Background: an optimization exercise with open tools, aiming at small area and a short achievable clock period. Do not read the settings as production practice. In this exercise RTL edits were held to simulation tests only and were not proved equivalent to the original. Power and IR drop assume default switching activity.

--- flow/design.v ---
module aoi222 (input a1, a2, b1, b2, c1, c2, output y);
    assign y = ~((a1 & a2) | (b1 & b2) | (c1 & c2));
endmodule
module aosel #(parameter N = 33) (input [N-1:0] s, input [N-1:0] d, output y);
    localparam G = N / 3;
    localparam R = N - 3 * G;
    wire [G:0] n;
    genvar g;
    generate
        for (g = 0; g < G; g = g + 1) begin : grp
            aoi222 u (.a1(s[3*g]), .a2(d[3*g]), .b1(s[3*g+1]), .b2(d[3*g+1]),
                      .c1(s[3*g+2]), .c2(d[3*g+2]), .y(n[g]));
        end
        if (R == 2) begin : r2
            assign n[G] = ~((s[N-2] & d[N-2]) | (s[N-1] & d[N-1]));
        end else if (R == 1) begin : r1
            assign n[G] = ~(s[N-1] & d[N-1]);
        end else begin : r0
            assign n[G] = 1'b1;
        end
    endgenerate
    assign y = ~&n;
endmodule
module aosel_e #(parameter N = 33) (input [N-1:0] s, input [N-1:0] d, input e, output y);
    localparam G = N / 3;
    localparam R = N - 3 * G;
    wire [G:0] n;
    genvar g;
    generate
        for (g = 0; g < G; g = g + 1) begin : grp
            aoi222 u (.a1(s[3*g]), .a2(d[3*g]), .b1(s[3*g+1]), .b2(d[3*g+1]),
                      .c1(s[3*g+2]), .c2(d[3*g+2]), .y(n[g]));
        end
        if (R == 2) begin : r2
            assign n[G] = ~((s[N-2] & d[N-2]) | (s[N-1] & d[N-1]));
        end else if (R == 1) begin : r1
            assign n[G] = ~(s[N-1] & d[N-1]);
        end else begin : r0
            assign n[G] = 1'b1;
        end
    endgenerate
    assign y = ~&{n, ~e};
endmodule
module pgb (input gh, ph, gl, pl, output g, p);
    assign g = gh | (ph & gl);
    assign p = ph & pl;
endmodule
module pgg (input gh, ph, gl, output g);
    assign g = gh | (ph & gl);
endmodule
module and2c (input a, b, output y);
    assign y = a & b;
endmodule
module pcnext (input [63:2] pc, input tk, input [12:0] off, output [63:2] pn);
    wire [12:0] ad = tk ? off : 13'd1;
    wire [13:0] lo = {1'b0, pc[14:2]} + {1'b0, ad};
    wire s  = tk & off[12];
    wire up = ~s & lo[13];           
    wire dn = s & ~lo[13];           
    wire [48:0] h = pc[63:15];
    wire [48:0] a, z;
    wire [6:0] ba, bz;
    wire [7:0] pa, pz;
    assign pa[0] = 1'b1;
    assign pz[0] = 1'b1;
    genvar k, j;
    generate
        for (k = 0; k < 7; k = k + 1) begin : blk
            wire [7:0] ca, cz;
            assign ca[0] = pa[k];
            assign cz[0] = pz[k];
            for (j = 0; j < 7; j = j + 1) begin : bt
                assign a[7*k+j] = ca[j];
                assign z[7*k+j] = cz[j];
                if (j < 6) begin : ch
                    and2c ua (.a(ca[j]), .b(h[7*k+j]), .y(ca[j+1]));
                    and2c uz (.a(cz[j]), .b(~h[7*k+j]), .y(cz[j+1]));
                end
            end
            assign ba[k] = &h[7*k+6:7*k];
            assign bz[k] = ~|h[7*k+6:7*k];
            and2c pua (.a(pa[k]), .b(ba[k]), .y(pa[k+1]));
            and2c puz (.a(pz[k]), .b(bz[k]), .y(pz[k+1]));
        end
    endgenerate
    wire [48:0] t = ({49{up}} & a) | ({49{dn}} & z);
    assign pn = {h ^ t, lo[12:0]};
endmodule
module ao4 (input s0, d0, s1, d1, s2, d2, s3, d3, output y);
    assign y = (s0 & d0) | (s1 & d1) | (s2 & d2) | (s3 & d3);
endmodule
module ao5 (input s0, d0, s1, d1, s2, d2, s3, d3, s4, d4, output y);
    assign y = (s0 & d0) | (s1 & d1) | (s2 & d2) | (s3 & d3) | (s4 & d4);
endmodule
module alu_pg (input [63:0] a, input [63:0] b, input sub, output [63:0] p, output [63:0] g);
    wire [63:0] bx = b ^ {64{sub}};
    assign p = a ^ bx;
    assign g = a & bx;
endmodule
module bk64 (input [63:0] p, input [63:0] g, input cin, output [63:0] c);
    wire [63:0] G [0:11];
    wire [63:0] P [0:11];
    pgg u0 (.gh(g[0]), .ph(p[0]), .gl(cin), .g(G[0][0]));
    assign P[0][0] = 1'b0;
    assign G[0][63:1] = g[63:1];
    assign P[0][63:1] = p[63:1];
    genvar l, i;
    generate
        for (l = 0; l < 6; l = l + 1) begin : up
            for (i = 0; i < 64; i = i + 1) begin : b
                if (((i + 1) % (2 << l)) == 0) begin : c
                    if (i == (2 << l) - 1) begin : gr
                        pgg u (.gh(G[l][i]), .ph(P[l][i]), .gl(G[l][i - (1 << l)]), .g(G[l+1][i]));
                        assign P[l+1][i] = 1'b0;
                    end else begin : bl
                        pgb u (.gh(G[l][i]), .ph(P[l][i]), .gl(G[l][i - (1 << l)]), .pl(P[l][i - (1 << l)]),
                               .g(G[l+1][i]), .p(P[l+1][i]));
                    end
                end else begin : w
                    assign G[l+1][i] = G[l][i];
                    assign P[l+1][i] = P[l][i];
                end
            end
        end
        for (l = 4; l >= 0; l = l - 1) begin : dn
            for (i = 0; i < 64; i = i + 1) begin : b
                if (((i + 1) % (2 << l)) == (1 << l) && i >= (2 << l)) begin : c
                    pgg u (.gh(G[10-l][i]), .ph(P[10-l][i]), .gl(G[10-l][i - (1 << l)]), .g(G[11-l][i]));
                    assign P[11-l][i] = 1'b0;
                end else begin : w
                    assign G[11-l][i] = G[10-l][i];
                    assign P[11-l][i] = P[10-l][i];
                end
            end
        end
    endgenerate
    assign c = G[11];
endmodule
module shr64 (input [63:0] x, input fill, input [5:0] sh, output [63:0] y);
    wire [3:0] d = {sh[1:0] == 2'd3, sh[1:0] == 2'd2, sh[1:0] == 2'd1, sh[1:0] == 2'd0};
    wire [3:0] e = {sh[3:2] == 2'd3, sh[3:2] == 2'd2, sh[3:2] == 2'd1, sh[3:2] == 2'd0};
    wire [3:0] f = {sh[5:4] == 2'd3, sh[5:4] == 2'd2, sh[5:4] == 2'd1, sh[5:4] == 2'd0};
    wire [66:0]  xe = {{3{fill}}, x};
    wire [63:0]  y1;
    wire [75:0]  y1e = {{12{fill}}, y1};
    wire [63:0]  y2;
    wire [111:0] y2e = {{48{fill}}, y2};
    genvar i;
    generate
        for (i = 0; i < 64; i = i + 1) begin : s
            ao4 u1 (.s0(d[0]), .d0(xe[i]),  .s1(d[1]), .d1(xe[i+1]),  .s2(d[2]), .d2(xe[i+2]),  .s3(d[3]), .d3(xe[i+3]),  .y(y1[i]));
            ao4 u2 (.s0(e[0]), .d0(y1e[i]), .s1(e[1]), .d1(y1e[i+4]), .s2(e[2]), .d2(y1e[i+8]), .s3(e[3]), .d3(y1e[i+12]), .y(y2[i]));
            ao4 u3 (.s0(f[0]), .d0(y2e[i]), .s1(f[1]), .d1(y2e[i+16]), .s2(f[2]), .d2(y2e[i+32]), .s3(f[3]), .d3(y2e[i+48]), .y(y[i]));
        end
    endgenerate
endmodule
module alu64 (
    input  [63:0] a,
    input  [63:0] b,
    input  [2:0]  op,
    output [63:0] y,
    output        eq
);
    wire sub   = (op == 3'd1);
    wire shl   = (op == 3'd5);
    wire s_sum = (op == 3'd0) | (op == 3'd1);
    wire s_g   = (op == 3'd2) | (op == 3'd3);
    wire s_p   = (op == 3'd3) | (op == 3'd4);
    wire s_shr = (op == 3'd6) | (op == 3'd7);
    wire fill  = (op == 3'd7) & a[63];
    wire [63:0] p, g, c;
    alu_pg upg (.a(a), .b(b), .sub(sub), .p(p), .g(g));
    bk64 ubk (.p(p), .g(g), .cin(sub), .c(c));
    wire [63:0] sum = p ^ {c[62:0], sub};
    assign eq = &p;
    reg [63:0] x;
    integer k;
    always @(*) begin
        for (k = 0; k < 64; k = k + 1)
            x[k] = shl ? a[63-k] : a[k];
    end
    wire [63:0] sr;
    shr64 ush (.x(x), .fill(fill), .sh(b[5:0]), .y(sr));
    genvar i;
    generate
        for (i = 0; i < 64; i = i + 1) begin : r
            ao5 u (.s0(s_sum), .d0(sum[i]), .s1(s_g), .d1(g[i]), .s2(s_p), .d2(p[i]),
                   .s3(s_shr), .d3(sr[i]), .s4(shl), .d4(sr[63-i]), .y(y[i]));
        end
    endgenerate
endmodule
module TopLevel (
    input clk,
    input reset,
    output wire [63:0] imem_addr,
    input [31:0] imem_data,
    output wire [63:0] final_rd
);
    reg  [63:2] pc;
    reg  [31:0] ifid_ir;           
    reg         ifid_v;
    reg  [63:0] idex_a, idex_b;    
    reg         idex_fa, idex_fb;  
    reg  [12:0] idex_x;            
    reg  [2:0]  idex_op;
    reg         idex_nz, idex_st, idex_ld, idex_we, idex_br;
    reg  [4:0]  idex_rd;
    reg  [63:0] exm_alu;
    reg  [12:0] exm_off;
    reg         exm_nz, exm_tk, exm_ld, exm_we;
    reg  [4:0]  exm_rd;
    reg  [63:0] wbo;               
    reg  [63:0] rf [1:31];
    reg  [31:1] rv;
    reg  [63:0] dm [0:31];
    reg  [31:0] dv;
    assign imem_addr = {pc, 2'b00};
    assign final_rd  = wbo;
    wire taken = exm_tk;
    wire [31:0] ir  = ifid_ir;
    wire [6:0]  opc = ir[6:0];
    wire [4:0]  rs1 = ifid_v ? ir[19:15] : 5'd0;
    wire [4:0]  rs2 = ifid_v ? ir[24:20] : 5'd0;
    wire [4:0]  rdf = ir[11:7];
    wire isR   = ifid_v & (opc == 7'b0110011);
    wire isI   = ifid_v & (opc == 7'b0010011);
    wire isL   = ifid_v & (opc == 7'b0000011);
    wire isS   = ifid_v & (opc == 7'b0100011);
    wire isB   = ifid_v & (opc == 7'b1100011);
    wire isJ   = ifid_v & (opc == 7'b1101111);
    wire isJR  = ifid_v & (opc == 7'b1100111);
    wire isU   = ifid_v & ((opc == 7'b0110111) | (opc == 7'b0010111));
    wire d_we  = isR | isI | isL | isJ | isJR | isU;
    wire d_imm = isI | isL | isJ | isJR | isU;    
    wire [31:0] immI = {{20{ir[31]}}, ir[31:20]};
    wire [31:0] immU = {ir[31:12], 12'b0};
    wire [31:0] immJ = {{12{ir[31]}}, ir[19:12], ir[20], ir[30:21], 1'b0};
    wire [31:0] imm  = isU ? immU : isJ ? immJ : immI;
    wire [12:0] boff = {ir[31], ir[31], ir[7], ir[30:25], ir[11:8]} - 13'd3;
    wire [12:0] d_x  = isB ? boff : {ir[31], ir[31:25], ir[11:7]};
    wire [9:0] f73 = {ir[31:25], ir[14:12]};
    reg  [2:0] d_op;
    always @(*) begin
        if (isR) begin
            case (f73)
                10'b0000000_000: d_op = 3'd0;
                10'b0100000_000: d_op = 3'd1;
                10'b0000000_111: d_op = 3'd2;
                10'b0000000_110: d_op = 3'd3;
                10'b0000000_100: d_op = 3'd4;
                10'b0000000_001: d_op = 3'd5;
                10'b0000000_101: d_op = 3'd6;
                10'b0100000_101: d_op = 3'd7;
                default:         d_op = 3'd2;
            endcase
        end else if (isB)
            d_op = 3'd1;
        else
            d_op = 3'd0;
    end
    wire stall  = idex_ld & ((idex_rd == rs1) | (idex_rd == rs2));
    wire bubble = stall | taken;
    wire [4:0]  midx = exm_alu[7:3];
    wire [31:0] dsel;
    genvar gi, gb;
    generate
        for (gi = 0; gi < 32; gi = gi + 1) begin : dmd
            assign dsel[gi] = exm_ld & dv[gi] & (midx == gi);
        end
    endgenerate
    wire s_alu  = exm_nz & ~exm_ld;
    wire s_drst = exm_ld & ~dv[midx];
    wire [63:0] wbn;
    generate
        for (gb = 0; gb < 64; gb = gb + 1) begin : wbs
            wire [32:0] d;
            for (gi = 0; gi < 32; gi = gi + 1) begin : w
                assign d[gi] = dm[gi][gb];
            end
            assign d[32] = exm_alu[gb];
            if (gb < 5) begin : lo
                aosel_e #(33) u (.s({s_alu, dsel}), .d(d), .e(s_drst & midx[gb]), .y(wbn[gb]));
            end else begin : hi
                aosel #(33) u (.s({s_alu, dsel}), .d(d), .y(wbn[gb]));
            end
        end
    endgenerate
    function [4:0] rstv;
        input [4:0] a;
        rstv = (a == 5'd12) ? 5'd25 : a;
    endfunction
    wire w1  = exm_we & (exm_rd != 5'd0) & (exm_rd == rs1);
    wire w2  = exm_we & (exm_rd != 5'd0) & (exm_rd == rs2);
    wire m1  = idex_we & (idex_rd != 5'd0) & (idex_rd == rs1);
    wire m2  = idex_we & (idex_rd != 5'd0) & (idex_rd == rs2);
    wire fa  = m1 & ~(w1 & exm_ld);
    wire fb  = m2 & ~(w2 & exm_ld) & ~d_imm;
    wire [31:1] rsel1, rsel2;
    generate
        for (gi = 1; gi < 32; gi = gi + 1) begin : rsd
            assign rsel1[gi] = ~w1 & rv[gi] & (rs1 == gi);
            assign rsel2[gi] = ~d_imm & ~w2 & rv[gi] & (rs2 == gi);
        end
    endgenerate
    wire v1 = (rs1 != 5'd0) & rv[rs1];
    wire v2 = (rs2 != 5'd0) & rv[rs2];
    wire s_rst1 = ~w1 & ~v1;
    wire s_rst2 = ~d_imm & ~w2 & ~v2;
    wire [4:0] rv1 = rstv(rs1);
    wire [4:0] rv2 = rstv(rs2);
    wire s_fw1 = w1;
    wire s_fw2 = ~d_imm & w2;
    wire [63:0] immx = {{32{imm[31]}}, imm};
    wire [63:0] a_pre, b_pre;
    generate
        for (gb = 0; gb < 64; gb = gb + 1) begin : rds
            wire [31:0] d;
            for (gi = 1; gi < 32; gi = gi + 1) begin : w
                assign d[gi-1] = rf[gi][gb];
            end
            assign d[31] = wbn[gb];
            if (gb < 5) begin : lo
                aosel_e #(32) ua (.s({s_fw1, rsel1}), .d(d), .e(s_rst1 & rv1[gb]), .y(a_pre[gb]));
                aosel_e #(32) ub (.s({s_fw2, rsel2}), .d(d),
                                  .e((s_rst2 & rv2[gb]) | (d_imm & immx[gb])), .y(b_pre[gb]));
            end else begin : hi
                aosel #(32) ua (.s({s_fw1, rsel1}), .d(d), .y(a_pre[gb]));
                aosel_e #(32) ub (.s({s_fw2, rsel2}), .d(d), .e(d_imm & immx[gb]), .y(b_pre[gb]));
            end
        end
    endgenerate
    wire [63:0] op1 = idex_fa ? exm_alu : idex_a;
    wire [63:0] fw2 = idex_fb ? exm_alu : idex_b;
    wire [63:0] op2 = idex_st ? {{52{idex_x[11]}}, idex_x[11:0]} : fw2;
    wire [63:0] res;
    wire eq;
    alu64 alu (.a(op1), .b(op2), .op(idex_op), .y(res), .eq(eq));
    wire        st_en = idex_st & ~taken;
    wire [7:0]  sadr  = op1[7:0] + idex_x[7:0];    
    wire [4:0]  widx  = sadr[7:3];
    wire [31:0] dwen;
    generate
        for (gi = 0; gi < 32; gi = gi + 1) begin : dmw
            assign dwen[gi] = st_en & (widx == gi);
        end
    endgenerate
    wire [63:2] pc_next;
    pcnext upc (.pc(pc), .tk(taken), .off(exm_off), .pn(pc_next));
    always @(posedge clk or posedge reset) begin
        if (reset) begin
            pc <= 62'd0;
            ifid_v <= 1'b0;
            idex_nz <= 1'b0; idex_st <= 1'b0; idex_ld <= 1'b0; idex_we <= 1'b0; idex_br <= 1'b0;
            exm_nz <= 1'b0; exm_tk <= 1'b0; exm_ld <= 1'b0; exm_we <= 1'b0;
            wbo <= 64'd0;
            rv <= 31'd0;
            dv <= 32'd0;
        end else begin
            if (taken | ~stall)
                pc <= pc_next;
            if (taken)
                ifid_v <= 1'b0;
            else if (!stall)
                ifid_v <= 1'b1;
            idex_nz <= ~bubble;
            idex_st <= ~bubble & isS;
            idex_ld <= ~bubble & isL;
            idex_we <= ~bubble & d_we;
            idex_br <= ~bubble & isB;
            exm_nz <= ~taken & idex_nz;
            exm_tk <= ~taken & idex_br & eq;
            exm_ld <= ~taken & idex_ld;
            exm_we <= ~taken & idex_we;
            wbo <= wbn;
            if (exm_we && exm_rd != 5'd0) rv[exm_rd] <= 1'b1;
            if (st_en) dv[widx] <= 1'b1;
        end
    end
    always @(posedge clk) begin
        if (!stall)
            ifid_ir <= imem_data;
        idex_a  <= a_pre;
        idex_b  <= b_pre;
        idex_fa <= fa;
        idex_fb <= fb;
        idex_x  <= d_x;
        idex_op <= d_op;
        idex_rd <= rdf;
        exm_alu <= res;
        exm_off <= idex_x;
        exm_rd  <= idex_rd;
    end
    integer i;
    always @(posedge clk) begin
        for (i = 1; i < 32; i = i + 1)
            if (exm_we && exm_rd == i) rf[i] <= wbn;
        for (i = 0; i < 32; i = i + 1)
            if (dwen[i]) dm[i] <= fw2;
    end
endmodule
--- flow/flow/run.sh ---
#!/bin/bash
# Layout flow: the standard ORFS flow (standard.sh, standard synthesis included),
# changed only through ORFS's own hooks:
#  - the port buffers are buf_4 cells instead of the default delay buffer;
#  - before the standard repair_design, flow/pre_resize.tcl buffers the reset net
#    (the net that feeds the flip-flops' asynchronous reset pins) as a gain-based tree
#    and gives the flip-flops that drive output ports a stronger drive.
# The clock period and constraints are the design's (constraint.sdc, unchanged).
set -euo pipefail
W=$(pwd)
export BUFFER_PORTS_ARGS="-buffer_cell sky130_fd_sc_hd__buf_4"
export PRE_RESIZE_TCL="$W/flow/pre_resize.tcl"
export MAX_REPAIR_ANTENNAS_ITER_DRT=10
bash standard.sh > "$W/standard.log" 2>&1
--- flow/flow/pre_resize.tcl ---
# Runs before ORFS's repair_design (PRE_RESIZE_TCL hook).
set block [ord::get_db_block]

proc rst_loads {net} {
  set n 0
  foreach it [$net getITerms] {
    set m [[$it getMTerm] getName]
    if {$m eq "RESET_B" || $m eq "SET_B"} { incr n }
  }
  return $n
}

# 1. Reset net: take out the buffers placed on it so far, then buffer it as a
#    gain-based tree; every other net is left to the standard repair_design.
set roots {}
foreach net [$block getNets] {
  if {[rst_loads $net] > 20} { lappend roots $net }
}
set bufs {}
foreach net $roots {
  set drv [$net getFirstOutput]
  if {$drv eq "NULL"} continue
  set inst [$drv getInst]
  if {[string match *__buf_* [[$inst getMaster] getName]]} { lappend bufs [$inst getName] }
}
if {[llength $bufs] > 0} {
  puts "pre_resize: removing reset buffers: $bufs"
  foreach b $bufs { remove_buffers $b }
}
set rst {}
foreach net [$block getNets] {
  if {[rst_loads $net] > 20} { lappend rst $net }
}
puts "pre_resize: reset nets: [llength $rst]"
foreach net [$block getNets] { $net setDoNotTouch 1 }
foreach net $rst { $net setDoNotTouch 0 }
repair_design -buffer_gain 4.0 -verbose
foreach net [$block getNets] { $net setDoNotTouch 0 }

# 2. Flip-flops driving output ports (through their port buffer): drive strength 2.
set n 0
foreach port [$block getBTerms] {
  if {[$port getIoType] ne "OUTPUT"} continue
  set net [$port getNet]
  if {$net eq "NULL"} continue
  set drv [$net getFirstOutput]
  if {$drv eq "NULL"} continue
  set buf [$drv getInst]
  foreach it [$buf getITerms] {
    if {![$it isInputSignal]} continue
    set in [$it getNet]
    if {$in eq "NULL"} continue
    set src [$in getFirstOutput]
    if {$src eq "NULL"} continue
    set ff [$src getInst]
    set m [[$ff getMaster] getName]
    if {[regsub {__(df[a-z]+)_1$} $m {__\1_2} m2]} {
      replace_cell [$ff getName] $m2
      incr n
    }
  }
}
puts "pre_resize: upsized $n output flip-flops"
--- flow/standard.sh ---
#!/bin/bash
# synth_recipe.tcl (not shown) runs the flow's synth.tcl, then flattens the netlist and writes it again
# the make line also repeats each setting of config.mk as NAME=value (left out here)
make -C /OpenROAD-flow-scripts/flow DESIGN_CONFIG=/design/flow/config.mk WORK_HOME=/design/flow/orfs CLKGATE_MAP_FILE= SYNTH_SCRIPT=/design/flow/synth_recipe.tcl "${@:-finish}"
--- flow/config.mk ---
export PLATFORM = sky130hd
export DESIGN_NAME = TopLevel
export DESIGN_NICKNAME = TopLevel
export VERILOG_FILES = /design/flow/design.v
export SDC_FILE = /design/flow/constraint.sdc
export NUM_CORES = 8
export LEC_CHECK = 0
export CAP_MARGIN = 20
export CORE_MARGIN = 2
export CORE_UTILIZATION = 40
export CTS_CLUSTER_DIAMETER = 80
export CTS_CLUSTER_SIZE = 20
export PLACE_DENSITY = 0.55
export SLEW_MARGIN = 20
export SYNTH_HIERARCHICAL = 1
--- flow/constraint.sdc ---
create_clock -name core_clock -period 36.0 [get_ports {clk}]
set_input_delay 7.2000 -clock core_clock [delete_from_list [all_inputs] [get_ports {clk}]]
set_output_delay 7.2000 -clock core_clock [all_outputs]
set_load 0.01 [all_outputs]
==> results of run 1 <==
sequential cells by signal, summed over array words and instances, names as in the netlist, 31 cells and up:
register  flops
ifid_ir      32
idex_b       64
rv           31
dv           32
rf         1984
pc           62
exm_alu      64
idex_a       64
dm         2048
wbo          64
per-stage QoR:
step	util (%)	hold slack, ns	total power, mW	instances	setup slack (ns)
2_1_floorplan	-	0.3096	6.108	10220	23.37
3_3_place_gp	42.71	0.3176	6.341	16520	26.64
3_5_place_dp	42.78	0.3281	6.362	16530	27.78
4_1_cts	44.77	0.3509	9.704	17040	27.14
5_1_grt	44.81	0.3518	9.925	17110	27.14
6_report	44.84	0.3484	9.687	17170	27.20
layout by cell type (no fill, tap or decap), types with 156 or more instances in the layout:
cell       count
mux2_2       216
dfxtp_1      231
and2_1       175
clkbuf_16    292
nand3_1      156
clkbuf_1     158
nand4_1      349
nor2_1       173
buf_4        496
a222oi_1    2048
edfxtp_1    4064
nand2_1      398
a22oi_1      501
power by group through the flow:
| stage | Sequential, mW | Combinational [mW] | Clock (mW) |
|---|---|---|---|
| 2_1_floorplan | 5.87 | 0.237 | 0 |
| 3_3_place_gp | 5.90 | 0.443 | 0 |
| 3_5_place_dp | 5.90 | 0.462 | 0 |
| 4_1_cts | 5.78 | 0.463 | 3.46 |
| 5_1_grt | 5.79 | 0.499 | 3.64 |
| 6_report | 5.78 | 0.480 | 3.42 |
layer usage:
| metal | part of all wire, % | GRT usage (%) | vias to the layer above |
|---|---|---|---|
| met4 | 5.3 | 14.59 | 34 |
| met5 | 0.032 | 0 | - |
| met1 | 36 | 39.24 | 64550 |
| li1 | - | - | 48470 |
| met2 | 45 | 48.08 | 10070 |
| met3 | 13 | 9.137 | 1991 |
worst min path at each step:
stage | start | endpoint | slack, ns | cells past startpoint
after floorplan | idex_x[12] | exm_off[12] | 0.31 | 0
after global placement | idex_x[12] | exm_off[12] | 0.32 | 0
after detailed placement | idex_x[12] | exm_off[12] | 0.33 | 0
after CTS | idex_x[12] | exm_off[12] | 0.35 | 0
after global routing | idex_x[12] | exm_off[12] | 0.35 | 0
final | idex_x[12] | exm_off[12] | 0.35 | 0
cell type report:
type	instances	area [µm²]
Antenna cell	131	327.8
Clock buffer	451	7908
Clock inverter	59	938.4
Fill cell	38780	245200
Inverter	81	320.3
Multi-Input combinational cell	5516	46680
Sequential cell	4496	131800
Tap cell	5928	7417
Timing Repair Buffer	504	3884
==> impl_results.md, run 1 <==
* Nets@finish at between 10000 and 15000
* Tightest Pin Transition at 1.204 ns
* Synth Instances at 10220
* Sequential Power Share at 59.7%
* Min-delay worst type: reg -> reg
* Post-route ant nets at 0
* I/O Pins at 162
* Global-route wire length before repair at 971900 µm
* Fin crit period at about 8.8 ns
* H-tree levels at 5
* Clk sink count at 4496
* CP max FO at 7
* Port Buf Inserts at about 160
* Area growth, synth to finish at 11.79%
* Global route overflow at 0
* CTS Hold Bufs at 0
* Crit path from: pc[33]
* Clock buffer count from CTS at 284
* Initial antenna violation count at 76
* Largest stage delay on the critical path at ~0.46 ns
* Layout cell share with drive strength beyond 1 at 14.01%
* CP max stage cell: dfrtp_2
* Crit path DAT at 1.60 ns
* Cell family with most CP delay: flip-flops
* Placer Congestion at ~0.95
* Core area at between 400000 and 500000 µm²
* Initial Utilization at 40.11%
* Slew headroom at 19.72%
* CTS clk-pin slew, worst paths at 0.08 ns
* Pre-antenna DRT Iters at 22
* Post-Route WL at 722600 µm
* Worst Setup EP: imem_addr[33]
* Net Sw Power at 2.255 mW
* Buffers and inverters on the worst path at 1
* Worst-Skew Late Latency at ~1.0 ns
* Post_cts resized at 0
* Syn. warnings at 11
* Fin area at 199300 µm²
* Routed length per placed instance at 42.10 µm
* CP required at about 29 ns
* Internal power at ~7.4 mW
* Final HPWL from detailed placement at between 400000 and 500000 µm
* Max-cap violations at 0
* RSZ-0062 raised after global routing: no
* R2R depth at 17
* Maximum clock path buffer count at 4
* Vias in the first global route at 119800
* Power Dens Cells at roughly 49 nW/µm²
* Leak at 69.30 nW
* Clock Skews at ~0.11 ns
* All-Layer GR Usage at between 30% and 40%
* CP cell instances: buf_4
* Gate power share at approximately 5%
* Synth Area per Inst at 17.45 µm²
* Placed Area at 190100 µm²
* Setup Buffers After CTS at 0
* Max frequency at 113.6 MHz
* Final setup TNS at 0 ns
* Hold Vio Cnt, Final at 0
* Initial DRC Count at between 30000 and 40000
* Routed vias/inst at approximately 7.3
* FF-to-FF End: exm_alu[63]
* Clock Power Share at 35.3%
* Endpoint type of the worst setup path: primary output
* Root Buffer: clkbuf_16
* Critical R2R Launch: exm_alu[3]
* Die Area at 451100 µm²
* CTS tree: done
* Largest net degree at the start of global routing at 104
* Worst vdd ir at 0.03599 mV
* Die W at 671.6 µm
* Outcome: complete, no violations
* Final setup viols at 0
* WP depth at 1
* Vias at roughly 130k
* DRC Markers at 0
* Die span in y at about 670 µm
* Reg-to-reg setup timing slack at 29.84 ns
* Startpoint Class: flop
* Final worst-path cycle share at 24.45%
* Sw Share at 23.28%
* Post-Syn Area at 178300 µm²
* FP Rows at 245
* Max-slew violations at 0
* Crit Path Category: reg -> out
==> run 2, diff against run 1 <==
==> flow/run.sh (new file) <==
#!/bin/bash
# synth_recipe.tcl (not shown) runs the flow's synth.tcl, then flattens the netlist and writes it again
# the make line also repeats each setting of config.mk as NAME=value (left out here)
make -C /OpenROAD-flow-scripts/flow DESIGN_CONFIG=/design/flow/config.mk WORK_HOME=/design/flow/orfs CLKGATE_MAP_FILE= SYNTH_SCRIPT=/design/flow/synth_recipe.tcl finish
removed: flow/flow/run.sh
removed: flow/flow/pre_resize.tcl
removed: flow/standard.sh
==> impl_results.md, run 2 <==
* Outcome: complete, no violations
* Global-route wire length before repair at 965800 µm (-0.63%)
* All-Layer GR Usage at 30.41% (-0.32 points)
* Die Area at 451100 µm² (unchanged)
* WHS at 0.3341 ns (-0.01429 ns)
* Die W at 671.6 µm (unchanged)
* Slew headroom at 15.24% (-4.5 points)
* Largest stage delay on the critical path at 0.62 ns (+0.16 ns)
* Layout cell share with drive strength beyond 1 at 11.26% (-2.7 points)
* Maximum clock path buffer count at 4 (unchanged)
* Post-Syn Area at 178300 µm² (unchanged)
* Max frequency at 108.0 MHz (-4.9%)
* CP required at 28.80 ns (about the same)
* Clock buffer count from CTS at 282 (-0.70%)
* Die span in y at 671.6 µm (unchanged)
* Power Dens Cells at 48.30 nW/µm² (-0.62%)
* Max-cap violations at 0 (unchanged)
* Min-delay worst type: reg -> reg
* Max FFs per register at 2048 (unchanged)
* Synth Instances at 10220 (unchanged)
* Max-slew violations at 0 (unchanged)
* Final setup TNS at 0 ns (unchanged)
* Post-Route WL at 714000 µm (-1.2%)
* Vias in the first global route at 120900 (+0.96%)
* Routed vias/inst at 7.312 (+0.32%)
* Buffers and inverters on the worst path at 1 (unchanged)
* Routed length per placed instance at 41.73 µm (-0.87%)
* CTS clk-pin slew, worst paths at 0.08 ns (about the same)
* Commonest non-fill, non-tap cells in the layout: edfxtp_1, a222oi_1, a22oi_1
* Biggest regs: dm x2048, rf x1984
* Initial Utilization at 40.11% (unchanged)
* Vias at 125100 (+0.00080%)
* DRC Markers at 0 (unchanged)
* Tightest Pin Transition at 1.239 ns (+0.03510 ns)
* Initial DRC Count at 29860 (-0.50%)
* CTS tree: done
* Pre-antenna DRT Iters at 15 (-32%)
* I/O Pins at 162 (unchanged)
* Final worst-path cycle share at 25.72% (+1.3 points)
* Hold Vio Cnt, Final at 0 (unchanged)
* Area growth, synth to finish at 11.61%
* Post-route ant nets at 0 (unchanged)
* Fin crit period at 9.258 ns (+0.4552 ns)
* Root Buffer: clkbuf_16
* Port Buf Inserts at 159 (unchanged)
* CP cell instances: clkdlybuf4s50_1
* H-tree levels at 5 (unchanged)
* Final cell count without fillers at 17110 (-0.32%)
* RSZ-0062 raised after global routing: no
* Crit path DAT at 2.06 ns (+0.46 ns)
* Initial antenna violation count at 83 (+9.2%)
* Setup Buffers After CTS at 0 (unchanged)
* Global route overflow at 0 (unchanged)
* Worst-Skew Late Latency at 1.01 ns (-0.03 ns)
* Cell family with most CP delay: buffers and inverters
* Leak at 69.00 nW (-0.43%)
* Core area at 444500 µm² (unchanged)
* Nets@finish at 11010 (-0.16%)
* CP max stage cell: clkdlybuf4s50_1
* Syn. warnings at 11 (unchanged)
* Clock Skews at 0.08605 ns (-0.02491 ns)
* Largest net degree at the start of global routing at 97 (-6.7%)
* Final setup viols at 0 (unchanged)
* Clk sink count at 4496 (unchanged)
* Worst vdd ir at 0.03376 mV (-6.2%)
* Biggest register: dm
* Final HPWL from detailed placement at 419800 µm (-4.0%)
* Commonest non-fill, non-tap cell in the layout: edfxtp_1
* FP Rows at 245 (unchanged)
* Crit Path Category: reg -> out
* Dpl cells at 16510 (-0.097%)
* Post_cts resized at 0 (unchanged)
* CTS Hold Bufs at 0 (unchanged)
* Endpoint type of the worst setup path: primary output
* Startpoint Class: flop
* Synth Area per Inst at 17.45 µm² (unchanged)
* Placer Congestion at 0.9507 (+0.40%)
* CP max FO at 7 (unchanged)
run 2: per-stage QoR:
step / setup WS (ns) / total power [mW] / cell area [µm²] / util (%)
2_1_floorplan: 23.37 / 6.108 / 178300 / -
3_3_place_gp: 26.22 / 6.341 / 190200 / 42.78
3_5_place_dp: 26.18 / 6.354 / 190200 / 42.78
4_1_cts: 26.67 / 9.635 / 198700 / 44.71
5_1_grt: 26.65 / 9.852 / 198900 / 44.74
6_report: 26.74 / 9.612 / 199000 / 44.77
run 2: report_power, final:
part | leakage, nW | switching [mW] | internal [mW]
sequential | 45.1 | 0.0489 | 5.73
clock | 4.11 | 1.81 | 1.55
combinational | 19.8 | 0.353 | 0.121
total | 69.0 | 2.21 | 7.40
run 2: cell type report:
cell class,count,area (µm²)
Antenna cell,103,257.7
Clock buffer,440,7777
Clock inverter,59,795.8
Fill cell,38650,245500
Inverter,81,311.5
Multi-Input combinational cell,5516,46670
Sequential cell,4496,131700
Tap cell,5928,7417
Timing Repair Buffer,488,4074
run 2: final timing paths:
path	end	slack (ns)	from	depth (start not counted)
setup / recovery	imem_addr[19]	26.74	pc[19]	1
hold / removal	exm_off[12]	0.33	idex_x[12]	0
setup reg to reg	exm_alu[63]	29.82	exm_alu[3]	17
hold reg to reg	exm_off[12]	0.33	idex_x[12]	0
max in group asynchronous	wbo[39]	27.28	reset	4
min in group asynchronous	wbo[15]	6.74	reset	2
run 2: per-layer routing:
layer,vias up,part of all wire [%],global-route usage [%]
li1,48380,-,-
met1,64340,36,38.63
met2,10240,45,47.45
met3,2117,14,9.065
met4,40,5.6,15.10
met5,-,0.042,0.1488
==> run 3, diff against run 2 <==
--- a/flow/design.v
+++ b/flow/design.v
@@ -200,7 +200,10 @@
     reg  [31:0] ifid_ir;           
     reg         ifid_v;
-    reg  [63:0] idex_a, idex_b;    
+    reg  [31:12] idex_hi;          
+    reg         idex_v;            
+    reg         idex_r2;           
+    reg         idex_imm, idex_u, idex_j;  
     reg         idex_fa, idex_fb;  
-    reg  [12:0] idex_x;            
+    reg  [4:0]  idex_e1, idex_e2;  
     reg  [2:0]  idex_op;
     reg         idex_nz, idex_st, idex_ld, idex_we, idex_br;
@@ -233,10 +236,4 @@
     wire d_we  = isR | isI | isL | isJ | isJR | isU;
     wire d_imm = isI | isL | isJ | isJR | isU;    
-    wire [31:0] immI = {{20{ir[31]}}, ir[31:20]};
-    wire [31:0] immU = {ir[31:12], 12'b0};
-    wire [31:0] immJ = {{12{ir[31]}}, ir[19:12], ir[20], ir[30:21], 1'b0};
-    wire [31:0] imm  = isU ? immU : isJ ? immJ : immI;
-    wire [12:0] boff = {ir[31], ir[31], ir[7], ir[30:25], ir[11:8]} - 13'd3;
-    wire [12:0] d_x  = isB ? boff : {ir[31], ir[31:25], ir[11:7]};
     wire [9:0] f73 = {ir[31:25], ir[14:12]};
     reg  [2:0] d_op;
@@ -286,8 +283,4 @@
         end
     endgenerate
-    function [4:0] rstv;
-        input [4:0] a;
-        rstv = (a == 5'd12) ? 5'd25 : a;
-    endfunction
     wire w1  = exm_we & (exm_rd != 5'd0) & (exm_rd == rs1);
     wire w2  = exm_we & (exm_rd != 5'd0) & (exm_rd == rs2);
@@ -296,46 +289,56 @@
     wire fa  = m1 & ~(w1 & exm_ld);
     wire fb  = m2 & ~(w2 & exm_ld) & ~d_imm;
+    function [4:0] rstv;
+        input [4:0] a;
+        rstv = (a == 5'd12) ? 5'd25 : a;
+    endfunction
+    wire rp1 = (rs1 != 5'd0) & (rv[rs1] | w1);
+    wire rp2 = (rs2 != 5'd0) & (rv[rs2] | w2);
+    wire [4:0] e1 = rp1 ? 5'd0 : rstv(rs1);
+    wire [4:0] e2 = (rp2 | d_imm) ? 5'd0 : rstv(rs2);
+    wire [4:0]  xrs1 = idex_hi[19:15];
+    wire [4:0]  xrs2 = idex_hi[24:20];
+    wire [31:0] immI = {{20{idex_hi[31]}}, idex_hi[31:20]};
+    wire [31:0] immU = {idex_hi[31:12], 12'b0};
+    wire [31:0] immJ = {{12{idex_hi[31]}}, idex_hi[19:12], idex_hi[20], idex_hi[30:21], 1'b0};
+    wire [31:0] imm  = idex_u ? immU : idex_j ? immJ : immI;
+    wire [63:0] immx = {{32{imm[31]}}, imm};
     wire [31:1] rsel1, rsel2;
     generate
         for (gi = 1; gi < 32; gi = gi + 1) begin : rsd
-            assign rsel1[gi] = ~w1 & rv[gi] & (rs1 == gi);
-            assign rsel2[gi] = ~d_imm & ~w2 & rv[gi] & (rs2 == gi);
+            assign rsel1[gi] = idex_v & rv[gi] & (xrs1 == gi);
+            assign rsel2[gi] = idex_r2 & rv[gi] & (xrs2 == gi);
         end
     endgenerate
-    wire v1 = (rs1 != 5'd0) & rv[rs1];
-    wire v2 = (rs2 != 5'd0) & rv[rs2];
-    wire s_rst1 = ~w1 & ~v1;
-    wire s_rst2 = ~d_imm & ~w2 & ~v2;
-    wire [4:0] rv1 = rstv(rs1);
-    wire [4:0] rv2 = rstv(rs2);
-    wire s_fw1 = w1;
-    wire s_fw2 = ~d_imm & w2;
-    wire [63:0] immx = {{32{imm[31]}}, imm};
-    wire [63:0] a_pre, b_pre;
+    wire [63:0] ra, rb;
     generate
         for (gb = 0; gb < 64; gb = gb + 1) begin : rds
-            wire [31:0] d;
+            wire [30:0] d;
             for (gi = 1; gi < 32; gi = gi + 1) begin : w
                 assign d[gi-1] = rf[gi][gb];
             end
-            assign d[31] = wbn[gb];
             if (gb < 5) begin : lo
-                aosel_e #(32) ua (.s({s_fw1, rsel1}), .d(d), .e(s_rst1 & rv1[gb]), .y(a_pre[gb]));
-                aosel_e #(32) ub (.s({s_fw2, rsel2}), .d(d),
-                                  .e((s_rst2 & rv2[gb]) | (d_imm & immx[gb])), .y(b_pre[gb]));
+                aosel_e #(31) ua (.s(rsel1), .d(d), .e(idex_e1[gb]), .y(ra[gb]));
+                aosel_e #(31) ub (.s(rsel2), .d(d),
+                                  .e(idex_e2[gb] | (idex_imm & immx[gb])), .y(rb[gb]));
             end else begin : hi
-                aosel #(32) ua (.s({s_fw1, rsel1}), .d(d), .y(a_pre[gb]));
-                aosel_e #(32) ub (.s({s_fw2, rsel2}), .d(d), .e(d_imm & immx[gb]), .y(b_pre[gb]));
+                aosel #(31) ua (.s(rsel1), .d(d), .y(ra[gb]));
+                aosel_e #(31) ub (.s(rsel2), .d(d), .e(idex_imm & immx[gb]), .y(rb[gb]));
             end
         end
     endgenerate
-    wire [63:0] op1 = idex_fa ? exm_alu : idex_a;
-    wire [63:0] fw2 = idex_fb ? exm_alu : idex_b;
-    wire [63:0] op2 = idex_st ? {{52{idex_x[11]}}, idex_x[11:0]} : fw2;
+    wire [11:0] simm = {idex_hi[31:25], idex_rd};      
+    wire [63:0] op1 = idex_fa ? exm_alu : ra;
+    wire [63:0] fw2 = idex_fb ? exm_alu : rb;
+    wire [63:0] sx   = {{52{simm[11]}}, simm};
+    wire        o2_e = idex_fb & ~idex_st;
+    wire        o2_r = ~idex_fb & ~idex_st;
+    wire [63:0] op2  = ({64{o2_e}} & exm_alu) | ({64{o2_r}} & rb) | ({64{idex_st}} & sx);
+    wire [12:0] boff = {idex_hi[31], idex_hi[31], idex_rd[0], idex_hi[30:25], idex_rd[4:1]} - 13'd3;
     wire [63:0] res;
     wire eq;
     alu64 alu (.a(op1), .b(op2), .op(idex_op), .y(res), .eq(eq));
     wire        st_en = idex_st & ~taken;
-    wire [7:0]  sadr  = op1[7:0] + idex_x[7:0];    
+    wire [7:0]  sadr  = op1[7:0] + simm[7:0];    
     wire [4:0]  widx  = sadr[7:3];
     wire [31:0] dwen;
@@ -380,13 +383,18 @@
         if (!stall)
             ifid_ir <= imem_data;
-        idex_a  <= a_pre;
-        idex_b  <= b_pre;
+        idex_hi <= ir[31:12];
+        idex_v  <= ifid_v;
+        idex_r2 <= ifid_v & ~d_imm;
+        idex_imm <= d_imm;
+        idex_u  <= isU;
+        idex_j  <= isJ;
         idex_fa <= fa;
         idex_fb <= fb;
-        idex_x  <= d_x;
+        idex_e1 <= e1;
+        idex_e2 <= e2;
         idex_op <= d_op;
         idex_rd <= rdf;
         exm_alu <= res;
-        exm_off <= idex_x;
+        exm_off <= boff;
         exm_rd  <= idex_rd;
     end
==> flow/flow/run.sh (new file) <==
#!/bin/bash
# Layout flow: the standard ORFS flow (standard.sh, standard synthesis included),
# changed only through ORFS's own hooks:
#  - the port buffers are buf_4 cells instead of the default delay buffer;
#  - before the standard repair_design, flow/pre_resize.tcl buffers the reset net
#    (the net that feeds the flip-flops' asynchronous reset pins) as a gain-based tree
#    and gives the flip-flops that drive output ports a stronger drive.
# The clock period and constraints are the design's (constraint.sdc, unchanged).
set -euo pipefail
W=$(pwd)
export BUFFER_PORTS_ARGS="-buffer_cell sky130_fd_sc_hd__buf_4"
export PRE_RESIZE_TCL="$W/flow/pre_resize.tcl"
export MAX_REPAIR_ANTENNAS_ITER_DRT=10
export CTS_ARGS="-sink_clustering_enable -repair_clock_nets -sink_clustering_size 20 -sink_clustering_max_diameter 80 -apply_ndr half"
bash standard.sh > "$W/standard.log" 2>&1
==> flow/flow/pre_resize.tcl (new file) <==
# Runs before ORFS's repair_design (PRE_RESIZE_TCL hook).
set block [ord::get_db_block]

proc rst_loads {net} {
  set n 0
  foreach it [$net getITerms] {
    set m [[$it getMTerm] getName]
    if {$m eq "RESET_B" || $m eq "SET_B"} { incr n }
  }
  return $n
}

# 1. Reset net: take out the buffers placed on it so far, then buffer it as a
#    gain-based tree; every other net is left to the standard repair_design.
set roots {}
foreach net [$block getNets] {
  if {[rst_loads $net] > 20} { lappend roots $net }
}
set bufs {}
foreach net $roots {
  set drv [$net getFirstOutput]
  if {$drv eq "NULL"} continue
  set inst [$drv getInst]
  if {[string match *__buf_* [[$inst getMaster] getName]]} { lappend bufs [$inst getName] }
}
if {[llength $bufs] > 0} {
  puts "pre_resize: removing reset buffers: $bufs"
  foreach b $bufs { remove_buffers $b }
}
set rst {}
foreach net [$block getNets] {
  if {[rst_loads $net] > 20} { lappend rst $net }
}
puts "pre_resize: reset nets: [llength $rst]"
foreach net [$block getNets] { $net setDoNotTouch 1 }
foreach net $rst { $net setDoNotTouch 0 }
repair_design -buffer_gain 4.0 -verbose
foreach net [$block getNets] { $net setDoNotTouch 0 }

# 2. Flip-flops driving output ports (through their port buffer): drive strength 2.
set n 0
foreach port [$block getBTerms] {
  if {[$port getIoType] ne "OUTPUT"} continue
  set net [$port getNet]
  if {$net eq "NULL"} continue
  set drv [$net getFirstOutput]
  if {$drv eq "NULL"} continue
  set buf [$drv getInst]
  foreach it [$buf getITerms] {
    if {![$it isInputSignal]} continue
    set in [$it getNet]
    if {$in eq "NULL"} continue
    set src [$in getFirstOutput]
    if {$src eq "NULL"} continue
    set ff [$src getInst]
    set m [[$ff getMaster] getName]
    if {[regsub {__(df[a-z]+)_1$} $m {__\1_2} m2]} {
      replace_cell [$ff getName] $m2
      incr n
    }
  }
}
puts "pre_resize: upsized $n output flip-flops"
==> flow/standard.sh (new file) <==
#!/bin/bash
# synth_recipe.tcl (not shown) runs the flow's synth.tcl, then flattens the netlist and writes it again
# the make line also repeats each setting of config.mk as NAME=value (left out here)
make -C /OpenROAD-flow-scripts/flow DESIGN_CONFIG=/design/flow/config.mk WORK_HOME=/design/flow/orfs CLKGATE_MAP_FILE= SYNTH_SCRIPT=/design/flow/synth_recipe.tcl "${@:-finish}"
removed: flow/run.sh
==> impl_results.md, run 3 <==
* Post_cts resized at 0 (unchanged)
* Dpl cells at 16120 (-2.4%)
* # fillers at 37860 (-2.0%)
* Cell family with most CP delay: flip-flops
* Setup slack after layout at 27.17 ns (+0.4309 ns)
* Clock Power Share at 35.3% (+0.4 points)
* Sequential Power Share at 60.1% (about the same)
* Global-route wire length before repair at 952700 µm (-1.4%)
* Buffers and inverters on the worst path at 1 (unchanged)
* Fin crit period at 8.827 ns (-0.4309 ns)
* Die Area at 443400 µm² (-1.7%)
* Fin area at 195500 µm² (-1.8%)
* Initial antenna violation count at 82 (-1.2%)
* Final worst-path cycle share at 24.52% (-1.2 points)
* Placed Area at 186800 µm² (-1.7%)
* Biggest register: dm
* Clock Skews at 0.09500 ns (+0.008950 ns)
* CTS tree: done
* Max FFs per register at 2048 (unchanged)
* Final HPWL from detailed placement at 421200 µm (+0.32%)
* Internal power at 7.246 mW (-2.1%)
* Post-Syn Area at 175200 µm² (-1.7%)
* Root Buffer: clkbuf_16
* Pre-antenna DRT Iters at 14 (-1)
* Hold Vio Cnt, Final at 0 (unchanged)
* Hold wc startpoint: ifid_ir[10]
* WHS at 0.3203 ns (-0.01381 ns)
* Largest stage delay on the critical path at 0.46 ns (-0.16 ns)
* Worst vdd ir at 0.03889 mV (+15%)
* Die W at 665.9 µm (-0.86%)
* Layout cell share with drive strength beyond 1 at 13.03% (+1.8 points)
* Post-Route Utilization at 44.71% (-0.060 points)
* WP depth at 1 (unchanged)
* Total chip power at 9.377 mW (-2.4%)
* Slew headroom at 8.521% (-6.7 points)
* Max-slew violations at 0 (unchanged)
* Vias in the first global route at 117300 (-3.0%)
* Clk sink count at 4390 (-2.4%)
* R2R depth at 24 (+7)
* Commonest non-fill, non-tap cells in the layout: edfxtp_1, a222oi_1, a22oi_1
* Biggest regs: dm x2048, rf x1984
* Syn. warnings at 11 (unchanged)
* H-tree levels at 5 (unchanged)
* Post-Route WL at 710500 µm (-0.50%)
* CP cell instances: buf_4
* RSZ-0062 raised after global routing: no
* FP Rows at 243 (-0.82%)
* Vias at 123100 (-1.6%)
* Net Sw Power at 2.131 mW (-3.6%)
* Power Dens Cells at 47.97 nW/µm² (-0.68%)
* Crit path DAT at 1.63 ns (-0.43 ns)
* Commonest non-fill, non-tap cell in the layout: edfxtp_1
* WHS Endpoint: idex_rd[3]
* Outcome: complete, no violations
* Post-route ant nets at 0 (unchanged)
* Routed length per placed instance at 42.68 µm (+2.3%)
* Critical R2R Launch: idex_hi[21]
* Crit Path Category: reg -> out
* Max frequency at 113.3 MHz (+4.9%)
* Nets@finish at 10780 (-2.1%)
* Final setup viols at 0 (unchanged)
* Area growth, synth to finish at 11.55% (about the same)
* Setup slack at placement at 27.79 ns (+1.609 ns)
* CP max stage cell: dfrtp_2
* Clock buffer count from CTS at 279 (-1.1%)
* WHS Path Cells at 0 (unchanged)
* Initial DRC Count at 29550 (-1.0%)
* DRC Markers at 0 (unchanged)
* FF-to-FF End: exm_alu[63]
* Die span in y at 665.9 µm (-0.86%)
* Reg-to-reg setup timing slack at 27.41 ns (-2.41 ns)
* Placer Congestion at 0.9567 (+0.63%)
* Endpoint type of the worst setup path: primary output
* Startpoint Class: flop
* Port Buf Inserts at 159 (unchanged)
* Min-delay worst type: reg -> reg
* Worst-Skew Late Latency at 1.03 ns (+0.02 ns)
* Initial Utilization at 40.08% (about the same)
* CTS clk-pin slew, worst paths at 0.08 ns (about the same)
* Largest net degree at the start of global routing at 92 (-5.2%)
* Tightest Pin Transition at 1.360 ns (+0.1207 ns)
* Leak at 68.23 nW (-1.1%)
* I/O Pins at 162 (unchanged)
* Setup Buffers After CTS at 0 (unchanged)
* CP max FO at 7 (unchanged)
* Synth Instances at 9982 (-2.3%)
* Sw Share at 22.72% (-0.27 points)
* Synth Area per Inst at 17.56 µm² (+0.60%)
* Final setup TNS at 0 ns (unchanged)
* CTS Hold Bufs at 0 (unchanged)
* Final cell count without fillers at 16650 (-2.7%)
* Max-cap violations at 0 (unchanged)
* Global route overflow at 0 (unchanged)
* Routed vias/inst at 7.397 (+1.2%)
* Gate power share at 4.6% (-0.3 points)
* CP required at 28.80 ns (about the same)
* Maximum clock path buffer count at 4 (unchanged)
* All-Layer GR Usage at 30.70% (+0.30 points)
* Core area at 437200 µm² (-1.6%)
[run 3: layout make-up]
type	count	area, µm²	area share (%)
flip-flops and latches	4390	129700	66.36
multi-input cells	5398	45710	23.38
clock buffers	391	7604	3.890
well taps	5757	7203	3.685
repair buffers	497	3941	2.016
clock inverters	57	789.5	0.4039
inverters	75	297.8	0.1523
diodes	82	205.2	0.1050
[run 3: worst max-delay path by stage]
stage	startpoint	to
after global routing	pc[27]	imem_addr[27]
after CTS	pc[27]	imem_addr[27]
after global placement	reset	wbo[18]
after detailed placement	idex_hi[21]	exm_alu[63]
after floorplan	reset	dv[0]
final	pc[54]	imem_addr[54]
[run 3: layer usage]
metal  routed length (µm)  vias to the layer above  share of wire, %  track usage [%]
met1               252800                    63580                36            39.03
met4                38360                       34               5.4            14.36
met3                97150                     1972                14            9.158
li1                     -                    47480                 -                -
met5                  258                        -             0.036                0
met2               321900                    10080                45            48.31
[run 3: power groups by stage]
stage | registers (mW) | logic, mW | clock network, mW
floorplan | 5.73 | 0.206 | 0
global placement | 5.75 | 0.406 | 0
detailed placement | 5.75 | 0.422 | 0
CTS | 5.63 | 0.423 | 3.35
global route | 5.64 | 0.454 | 3.52
finish | 5.63 | 0.436 | 3.31
==> run 4, diff against run 3 <==
--- a/flow/flow/run.sh
+++ b/flow/flow/run.sh
@@ -12,4 +12,3 @@
 export PRE_RESIZE_TCL="$W/flow/pre_resize.tcl"
 export MAX_REPAIR_ANTENNAS_ITER_DRT=10
-export CTS_ARGS="-sink_clustering_enable -repair_clock_nets -sink_clustering_size 20 -sink_clustering_max_diameter 80 -apply_ndr half"
 bash standard.sh > "$W/standard.log" 2>&1
--- a/flow/config.mk
+++ b/flow/config.mk
@@ -10,5 +10,5 @@
 export CORE_UTILIZATION = 40
 export CTS_CLUSTER_DIAMETER = 80
-export CTS_CLUSTER_SIZE = 20
+export CTS_CLUSTER_SIZE = 26
 export PLACE_DENSITY = 0.55
 export SLEW_MARGIN = 20
==> impl_results.md, run 4 <==
* Final worst-path cycle share at 24.65% (+0.13 points)
* Slew headroom at 14.65% (+6.1 points)
* Die W at 665.9 µm (unchanged)
* Grt met2 use at 48.21% (-0.099 points)
* Power Dens Cells at 46.57 nW/µm² (-2.9%)
* # fillers at 37980 (+0.33%)
* Fin area at 194100 µm² (-0.70%)
* Post-route ant nets at 0 (unchanged)
* Biggest regs: dm x2048, rf x1984
* Final setup TNS at 0 ns (unchanged)
* Setup slack after layout at 27.13 ns (-0.04530 ns)
* Syn. warnings at 11 (unchanged)
* All-Layer GR Usage at 30.58% (-0.12 points)
* Clock Skews at 0.07696 ns (-0.01804 ns)
* Max frequency at 112.7 MHz (-0.51%)
* Area growth, synth to finish at 10.77%
* Port Buf Inserts at 159 (unchanged)
* Global route overflow at 0 (unchanged)
* CP cell instances: buf_4
* Crit Path Category: reg -> out
* Pre-antenna DRT Iters at 15 (+1)
* Synth Instances at 9982 (unchanged)
* Crit path DAT at 1.67 ns (+0.04 ns)
* Startpoint Class: flop
* Routed vias/inst at 7.399 (about the same)
* CP max stage cell: dfrtp_2
* Nets@finish at 10720 (-0.56%)
* Hold Vio Cnt, Final at 0 (unchanged)
* DRC Markers at 0 (unchanged)
* Global-route wire length before repair at 948300 µm (-0.47%)
* Initial DRC Count at 29420 (-0.47%)
* Post-Route WL at 708400 µm (-0.29%)
* CTS tree: done
* I/O Pins at 162 (unchanged)
* Root Buffer: clkbuf_16
* Synth Area per Inst at 17.56 µm² (unchanged)
* Global routing's busiest layer: met2
* Fin crit period at 8.872 ns (+0.04530 ns)
* Placed Area at 186800 µm² (unchanged)
* Max-slew violations at 0 (unchanged)
* Routed length per placed instance at 42.76 µm (+0.20%)
* Vias in the first global route at 116700 (-0.52%)
* Clock buffer count from CTS at 219 (-22%)
* CTS clk-pin slew, worst paths at 0.10 ns (+0.02 ns)
* Setup Buffers After CTS at 0 (unchanged)
* CTS Hold Bufs at 0 (unchanged)
* Largest net degree at the start of global routing at 92 (unchanged)
* Post_cts resized at 0 (unchanged)
* Commonest non-fill, non-tap cells in the layout: edfxtp_1, a222oi_1, a22oi_1
* Endpoint type of the worst setup path: primary output
* Vias at 122600 (-0.47%)
* Maximum clock path buffer count at 4 (unchanged)
* Final setup viols at 0 (unchanged)
* Die span in y at 665.9 µm (unchanged)
* Tightest Pin Transition at 1.269 ns (-0.09118 ns)
* RSZ-0062 raised after global routing: no
* CP required at 28.80 ns (about the same)
* Post-Route Utilization at 44.40% (-0.31 points)
* Initial Utilization at 40.08% (unchanged)
* Leak at 67.53 nW (-1.0%)
* Layout cell share with drive strength beyond 1 at 12.71% (-0.32 points)
* Biggest register: dm
* Buffers and inverters on the worst path at 1 (unchanged)
* Max-cap violations at 0 (unchanged)
* Outcome: complete, no violations
* Min-delay worst type: reg -> reg
* CP max FO at 7 (unchanged)
* Setup slack at placement at 27.79 ns (unchanged)
* Die Area at 443400 µm² (unchanged)
* Met1 GRT Util at 38.90% (-0.12 points)
* Cell family with most CP delay: flip-flops
* Post-Syn Area at 175200 µm² (unchanged)
* Initial antenna violation count at 87 (+6.1%)
* Commonest non-fill, non-tap cell in the layout: edfxtp_1
* Max FFs per register at 2048 (unchanged)
* Worst-Skew Late Latency at 1.03 ns (about the same)
* Clk sink count at 4390 (unchanged)
* Placer Congestion at 0.9567 (unchanged)
* Core area at 437200 µm² (unchanged)
* Final HPWL from detailed placement at 421200 µm (unchanged)
* Grt met3 use at 8.936% (-0.22 points)
* Worst vdd ir at 0.04451 mV (+14%)
* FP Rows at 243 (unchanged)
* H-tree levels at 4 (-1)
* Largest stage delay on the critical path at 0.47 ns (about the same)
-- run 4: where the power goes --
group          switching (mW)  total [mW]  internal (mW)
logic                   0.329       0.437          0.108
clock network            1.73        2.97           1.24
registers              0.0328        5.63           5.60
total                    2.09        9.04           6.95
-- run 4: layout make-up --
class	instances	area [µm²]	area share (%)
Sequential cell	4390	129700	66.83
Antenna cell	76	190.2	0.09798
Clock buffer	289	5806	2.991
Clock inverter	83	1234	0.6356
Inverter	75	297.8	0.1534
Tap cell	5757	7203	3.711
Multi-Input combinational cell	5398	45710	23.55
Timing Repair Buffer	497	3941	2.030
-- run 4: through the flow --
step	std cells	hold WS (ns)	power [mW]
6_report	16570	0.3288	9.039
5_1_grt	16490	0.3498	9.259
4_1_cts	16490	0.3526	9.059
3_5_place_dp	16120	0.3587	6.172
3_3_place_gp	16110	0.3654	6.154
2_1_floorplan	9986	0.3233	5.940
-- run 4: final timing paths --
path | slack (ns) | from | end | cells past startpoint
worst max-delay path | 27.13 | pc[27] | imem_addr[27] | 1
worst min-delay path | 0.33 | ifid_ir[11] | idex_rd[4] | 0
worst max register to register | 27.35 | idex_hi[21] | exm_alu[63] | 25
worst min register to register | 0.33 | ifid_ir[11] | idex_rd[4] | 0
max in group asynchronous | 28.85 | reset | wbo[32] | 3
min in group asynchronous | 6.20 | reset | wbo[6] | 2
-- run 4: routing by layer --
metal	vias up	wire (µm)
met4	22	37510
li1	47280	-
met1	63100	251900
met3	1900	96720
met5	-	156
met2	10260	322100
==> run 5, diff against run 4 <==
--- a/flow/config.mk
+++ b/flow/config.mk
@@ -10,5 +10,5 @@
 export CORE_UTILIZATION = 40
 export CTS_CLUSTER_DIAMETER = 80
-export CTS_CLUSTER_SIZE = 26
+export CTS_CLUSTER_SIZE = 20
 export PLACE_DENSITY = 0.55
 export SLEW_MARGIN = 20
==> impl_results.md, run 5 <==
* WHS Endpoint: idex_rd[3]
* Nets@finish at 10780 (+0.56%)
* Hold Vio Cnt, Final at 0 (unchanged)
* # fillers at 37860 (-0.33%)
* Post-Route WL at 710500 µm (+0.29%)
* CTS tree: done
* Reg-to-reg setup timing slack at 27.41 ns (+0.06 ns)
* Die span in y at 665.9 µm (unchanged)
* Fin crit period at 8.827 ns (-0.04530 ns)
* Cell family with most CP delay: flip-flops
* Core area at 437200 µm² (unchanged)
* Post_cts resized at 0 (unchanged)
* CTS Hold Bufs at 0 (unchanged)
* Clock buffer count from CTS at 279 (+27%)
* Global route overflow at 0 (unchanged)
* FP Rows at 243 (unchanged)
* Commonest non-fill, non-tap cell in the layout: edfxtp_1
* Biggest regs: dm x2048, rf x1984
* Worst-Skew Late Latency at 1.03 ns (about the same)
* Tightest Pin Transition at 1.360 ns (+0.09118 ns)
* Area growth, synth to finish at 11.55%
* Crit Path Category: reg -> out
* Power Dens Cells at 47.97 nW/µm² (+3.0%)
* Hold wc startpoint: ifid_ir[10]
* Maximum clock path buffer count at 4 (unchanged)
* Max FFs per register at 2048 (unchanged)
* Critical R2R Launch: idex_hi[21]
* Outcome: complete, no violations
* Die Area at 443400 µm² (unchanged)
* Port Buf Inserts at 159 (unchanged)
* Global-route wire length before repair at 952700 µm (+0.47%)
* FF-to-FF End: exm_alu[63]
* Startpoint Class: flop
* Syn. warnings at 11 (unchanged)
* Reg area at 129700 µm² (unchanged)
* RSZ-0062 raised after global routing: no
* Crit path DAT at 1.63 ns (-0.04 ns)
* Min-delay worst type: reg -> reg
* Vias in the first global route at 117300 (+0.53%)
* Synth Area per Inst at 17.56 µm² (unchanged)
* Setup Buffers After CTS at 0 (unchanged)
* Max frequency at 113.3 MHz (+0.51%)
* Final cell count without fillers at 16650 (+0.50%)
* Fin area at 195500 µm² (+0.70%)
* Largest net degree at the start of global routing at 92 (unchanged)
* H-tree levels at 5 (+1)
* Initial antenna violation count at 82 (-5.7%)
* Vias at 123100 (+0.48%)
* WHS Path Cells at 0 (unchanged)
* DRC Markers at 0 (unchanged)
* Clock Skews at 0.09500 ns (+0.01804 ns)
* Final worst-path cycle share at 24.52% (-0.13 points)
* Final setup TNS at 0 ns (unchanged)
* Final setup viols at 0 (unchanged)
* Placer Congestion at 0.9567 (unchanged)
* CP required at 28.80 ns (about the same)
* Max-cap violations at 0 (unchanged)
* Dpl cells at 16120 (unchanged)
* Die W at 665.9 µm (unchanged)
* Placed Area at 186800 µm² (unchanged)
* Buffers and inverters on the worst path at 1 (unchanged)
* Synth Instances at 9982 (unchanged)
* Setup slack after layout at 27.17 ns (+0.04530 ns)
* Largest stage delay on the critical path at 0.46 ns (about the same)
* Commonest non-fill, non-tap cells in the layout: edfxtp_1, a222oi_1, a22oi_1
* Worst vdd ir at 0.03889 mV (-13%)
* CTS clk-pin slew, worst paths at 0.08 ns (-0.02 ns)
* Area occupied by multi-input gates at 45710 µm² (about the same)
* R2R depth at 24 (-4.0%)
* Slew headroom at 8.521% (-6.1 points)
* All-Layer GR Usage at 30.70% (+0.12 points)
* Leak at 68.23 nW (+1.0%)
* Post-route ant nets at 0 (unchanged)
* Pre-antenna DRT Iters at 14 (-1)
* Initial DRC Count at 29550 (+0.47%)
* Post-Syn Area at 175200 µm² (unchanged)
* Routed length per placed instance at 42.68 µm (-0.20%)
* Layout cell share with drive strength beyond 1 at 13.03% (+0.32 points)
* Initial Utilization at 40.08% (unchanged)
* Clk sink count at 4390 (unchanged)
* Final HPWL from detailed placement at 421200 µm (unchanged)
* CP max FO at 7 (unchanged)
* Biggest register: dm
* CP cell instances: buf_4
* Root Buffer: clkbuf_16
* Max-slew violations at 0 (unchanged)
* Endpoint type of the worst setup path: primary output
* Setup slack at placement at 27.79 ns (unchanged)
* I/O Pins at 162 (unchanged)
* CP max stage cell: dfrtp_2
* Routed vias/inst at 7.397 (about the same)
==> run 5: worst reg2reg max path, cell delays in order, from the launching register on <==
cell and delay (ns):
dfxtp_1 0.41, nor2b_1 0.37, and3_1 0.30, and3_4 0.65, buf_4 0.83, a222oi_1 0.34, nand4_1 0.29, a2111o_1 0.42
mux2_2 0.69, mux2_2 0.38, xor2_1 0.10, ha_1 0.41, and2_1 0.16, a21o_1 0.21, a21o_1 0.27, a21o_1 0.47
a21o_1 0.38, a21o_1 0.39, a21o_1 0.35, a21o_1 0.23, a21o_1 0.17, a21o_1 0.13, xor2_1 0.06, a222oi_1 0.36
nand2_1 0.10
==> run 5: layout make-up <==
| class | count | area share (%) |
|---|---|---|
| Clock buffer | 391 | 3.890 |
| Clock inverter | 57 | 0.4039 |
| Sequential cell | 4390 | 66.36 |
| Inverter | 75 | 0.1523 |
| Multi-Input combinational cell | 5398 | 23.38 |
| Tap cell | 5757 | 3.685 |
| Antenna cell | 82 | 0.1050 |
| Timing Repair Buffer | 497 | 2.016 |
==> run 5: stage by stage <==
step                      power (mW)  hold WS, ns  utilization (%)
after floorplan                5.940       0.3233                -
after global placement         6.154       0.3654            42.64
after detailed placement       6.172       0.3587            42.73
after CTS                      9.403       0.3443            44.65
after global routing           9.608       0.3328            44.67
final                          9.377       0.3203            44.71
==> run 5: worst max path at each step <==
| stage | start | endpoint | slack (ns) | cells after the start |
|---|---|---|---|---|
| after floorplan | reset | dv[0] | 23.37 | 1 |
| after global placement | reset | wbo[18] | 26.74 | 4 |
| after detailed placement | idex_hi[21] | exm_alu[63] | 27.79 | 24 |
| after CTS | pc[27] | imem_addr[27] | 27.13 | 1 |
| after global routing | pc[27] | imem_addr[27] | 27.15 | 1 |
| final | pc[54] | imem_addr[54] | 27.17 | 1 |
==> run 5: layer usage <==
| metal | vias to the layer above | routed length, µm | share of wire, % | global-route usage [%] |
|---|---|---|---|---|
| met5 | - | 258 | 0.036 | 0 |
| li1 | 47480 | - | - | - |
| met2 | 10080 | 321900 | 45 | 48.31 |
| met3 | 1972 | 97150 | 14 | 9.158 |
| met1 | 63580 | 252800 | 36 | 39.03 |
| met4 | 34 | 38360 | 5.4 | 14.36 |
==> run 5: report_power, final <==
group,leakage (nW),switching [mW],total [mW],internal (mW)
Clock,4.06,1.77,3.31,1.54
Sequential,43.7,0.0331,5.63,5.60
Combinational,20.5,0.328,0.436,0.108
Total,68.2,2.13,9.38,7.25

## re-timing with driven ports
Ports are ideal in the flow. The routed layouts listed here were re-timed in OpenROAD. Step 1, drivers: a clkbuf_16 drives clk and a buf_2 each remaining input, both assumed. Step 2, shift: input delay + t, output delay - t, t = (earliest + latest rising clock arrival at the registers) / 2. This alone moves slack from input paths to output paths. a / b / c = no drivers / after step 1 / after step 2; a / b = the first two.
run	shift t [ns]	slack for setup (ns)	hold WS [ns]	worst setup path at the end	latest minus earliest clock arrival (ns)
run 1	1.084	27.197 / 27.088 / 27.795	0.348 / 0.348 / 0.348	input, reset recovery	0.139 / 0.139
run 2	1.074	26.742 / 26.636 / 26.291	0.334 / 0.334 / 0.334	input, reset recovery	0.096 / 0.096
run 3	1.119	27.173 / 27.036 / 27.408	0.320 / 0.320 / 0.320	register to register	0.102 / 0.102
run 4	1.134	27.128 / 26.993 / 27.348	0.329 / 0.329 / 0.329	register to register	0.086 / 0.086
run 5	1.119	27.173 / 27.036 / 27.408	0.320 / 0.320 / 0.320	register to register	0.102 / 0.102
After both steps every run listed still meets setup and hold. The setup slack of run 2, which loses most, moves by -0.106 ns with the drivers and by -0.451 ns with both steps. The worst setup slack also covers recovery checks on asynchronous resets.
